From an optimization exercise on the open Yosys and OpenROAD flow, aimed at small area, a short achievable clock period and few clock cycles per item; shortcuts taken in it are not production practice. RTL that was checked went through simulation tests only; none was proved equivalent to the original.

run a:
==> module FA, before the edit <==
module FA (a, b, c, s, co);
	input wire a, b, c;
	output wire s, co;
	assign s = a ^ b ^ c;
	assign co = (a & b) | (a & c) | (b & c);
endmodule
clock: 6.5 ns
lec_check: 0
cap_margin: 20
core_margin: 2
core_utilization: 40
setup_slack_margin: 1.5
slew_margin: 20
synth_hierarchical: 1
synth_minimum_keep_size: 0
standard.sh (not shown) runs the stock make flow with config.mk's settings and CLKGATE_MAP_FILE= SYNTH_SCRIPT=/design/flow/synth_recipe.tcl, a recipe that flattens the netlist after the stock synthesis.
==> flow/flow/run.sh <==
#!/bin/bash
# The standard layout (the standard.sh: ORFS synthesis to finish), except that
# the port buffers are sky130_fd_sc_hd__buf_2 rather than the delay-cell buffer
# that buffer_ports picks by default. The make output goes to standard.log; ORFS
# keeps each step's own log under orfs/logs/.
set -uo pipefail
bash standard.sh "BUFFER_PORTS_ARGS=-buffer_cell sky130_fd_sc_hd__buf_2" finish > standard.log 2>&1
Testbench counts of run a, summed over its fixed seeds: cycles 960, items 960.
Input changes introduced in run b (baseline for comparison: run a):
diff --git a/flow/design.v b/flow/design.v
--- a/flow/design.v
+++ b/flow/design.v
@@ -1623,10 +1623,22 @@
 endmodule
 module FA (a, b, c, s, co);
 	input wire a, b, c;
 	output wire s, co;
-	assign s = a ^ b ^ c;
-	assign co = (a & b) | (a & c) | (b & c);
+	wire t;
+	XOR2 x0 (.a(a), .b(b), .y(t));
+	XOR2 x1 (.a(t), .b(c), .y(s));
+	MAJ3 m0 (.a(a), .b(b), .c(c), .y(co));
+endmodule
+module XOR2 (a, b, y);
+	input wire a, b;
+	output wire y;
+	assign y = a ^ b;
+endmodule
+module MAJ3 (a, b, c, y);
+	input wire a, b, c;
+	output wire y;
+	assign y = (a & b) | (a & c) | (b & c);
 endmodule
 module HA (a, b, s, co);
 	input wire a, b;
 	output wire s, co;
## What came out
Post-synthesis sequential area ratio (run b over run a): decrease, 1.2 points. Wire: run b routes more than run a. Detailed-route vias per instance: run b vs run a down 5.7%. [compare] base=run a new=run b: worst hold slack shows a reduction of 0.023 ns, total non-filler cell area in the finished layout shows an increase of 13%, top fanout value on the critical path shows a reduction of 4. The final layout from run b, which completed every stage, passed the timing, design-rule and antenna checks at the end of the flow. [compare] base=run a new=run b: final standard cell count with taps included and fillers excluded up 981, final critical-path required period down 0.070 ns. Met1 usage in global routing (run b over run a): decrease, 2.0 points. | worst slew margin relative to its limit | run b vs run a | worse |. The run with more setup slack is run b; run a has less. Taking run a as 1.0, run b lands at 1.06 on wire length of the first global-routing pass.
Only the layout flow was run in run b; the RTL was not checked for function there.


The RTL this note starts from:
==> flow/design.v <==
module Mult (MultStart, out_A, out_B, rst, clk, HI, LOW, EndMult);
	input wire MultStart;
	input wire [31:0] out_A;
	input wire [31:0] out_B;
	output reg [31:0] HI;
	output reg [31:0] LOW;
	input wire rst;
	input wire clk;
	output reg EndMult;
	wire signed [63:0] p = $signed(out_A) * $signed(out_B);
	always @(posedge clk) begin
		{HI, LOW} <= p;
		EndMult <= ~rst & MultStart;
	end
endmodule
clock: 6.5 ns
lec_check: 0
cap_margin: 20
core_margin: 2
core_utilization: 40
slew_margin: 20
run.sh (not shown) runs the stock make flow with config.mk's settings and CLKGATE_MAP_FILE= SYNTH_SCRIPT=/design/flow/synth_recipe.tcl, a recipe that flattens the netlist after the stock synthesis.
Stock flow here: none of the scripts above is used.
The starting point completed and failed the layout checks on setup timing.
Rerun with:
==> flow/design.v (replaced) <==
module Mult (MultStart, out_A, out_B, rst, clk, HI, LOW, EndMult);
	input wire MultStart;
	input wire [31:0] out_A;
	input wire [31:0] out_B;
	output reg [31:0] HI;			 
	output reg [31:0] LOW;			 
	input wire rst;
	input wire clk;
	reg sinal;
	reg [65:0] A;
	reg [65:0] B;
	reg [65:0] negaA;
	reg [6:0] cont;
	output reg EndMult;
	always @(posedge clk) begin
		EndMult = 1'b0;
		if (rst) begin
			sinal = 0; A = 0; B = 0; negaA = 0; cont = 0;
		end else if (MultStart == 1'd1) begin
			if (cont == 7'd0) begin		 
				A = {out_A[31], out_A, 33'd0};			 
				negaA = {(~{out_A[31], out_A}) + 33'd1, 33'd0};	 
				B = {33'd0, out_B, 1'b0};	 
			end
			if (cont == 7'd32) begin		 
				HI = B [64:33];
				LOW = B [32:1];		 
				EndMult = 1'b1;
			end
			case (B[1:0])
				2'b01: begin
					B = B + A;		 
					sinal = B[65];		 
					B = (B >> 1);
				end
				2'b10: begin
					B = B + negaA;	 
					sinal = B[65];
					B = (B >> 1);
				end
				2'b00: begin			 
					sinal = B[65];		 
					B = (B >> 1);		 
				end
				2'b11: begin
					sinal = B[65];
					B = (B >> 1);
				end
			endcase
			B [65] = sinal;
			if (cont == 32) cont = 0;
			else cont = cont + 1;
		end  
	end		 
endmodule
After rerunning: With this change the flow went through all stages and came out clean. Non-clock buffer count falls by 662. Routed wire length is lower by well over a third. Final area went down by well over a third. Worst hold slack degrades by 1.0 ns. Area after synthesis is lower by well over a third.
No functional check of the RTL was part of any run of this note.

[what the ideal ports hide]
No port has a modelled driver above. Below, the same layouts with a new extraction and two added sets of constraints.
Step 1: set_driving_cell puts a clkbuf_16 on clk and a buf_2 on each other input, an assumption about the parent block.
Step 2 adds t to the input delays and takes it off the output delays; t is the mean of the earliest and latest rising clock arrival at the registers after step 1. Input paths then give back, and output paths get back, about the clock's delay inside the block.
a / b / c = no drivers / after step 1 / after step 2; a / b = the first two.
run | t, ns | setup slack, ns | latest minus earliest clock arrival (ns) | worst register clock-pin slew, ns | pins driven straight from the clock port
run a | 0.548 | 1.559 / 1.597 / 1.049 | 0.019 / 0.020 | 0.06 / 0.06 | 1
run b | 0.553 | 1.629 / 1.569 / 1.231 | 0.021 / 0.021 | 0.08 / 0.08 | 1
the first run of note 2 | 0.385 | -1.594 / -1.596 / -1.981 | 0.012 / 0.012 | 0.06 / 0.06 | 1
the second run of note 2 | 0.611 | 0.660 / 0.660 / 0.345 | 0.032 / 0.033 | 0.06 / 0.06 | 1
The setup slack of run a, which loses most, moves by +0.038 ns with the drivers and by -0.510 ns with both steps.
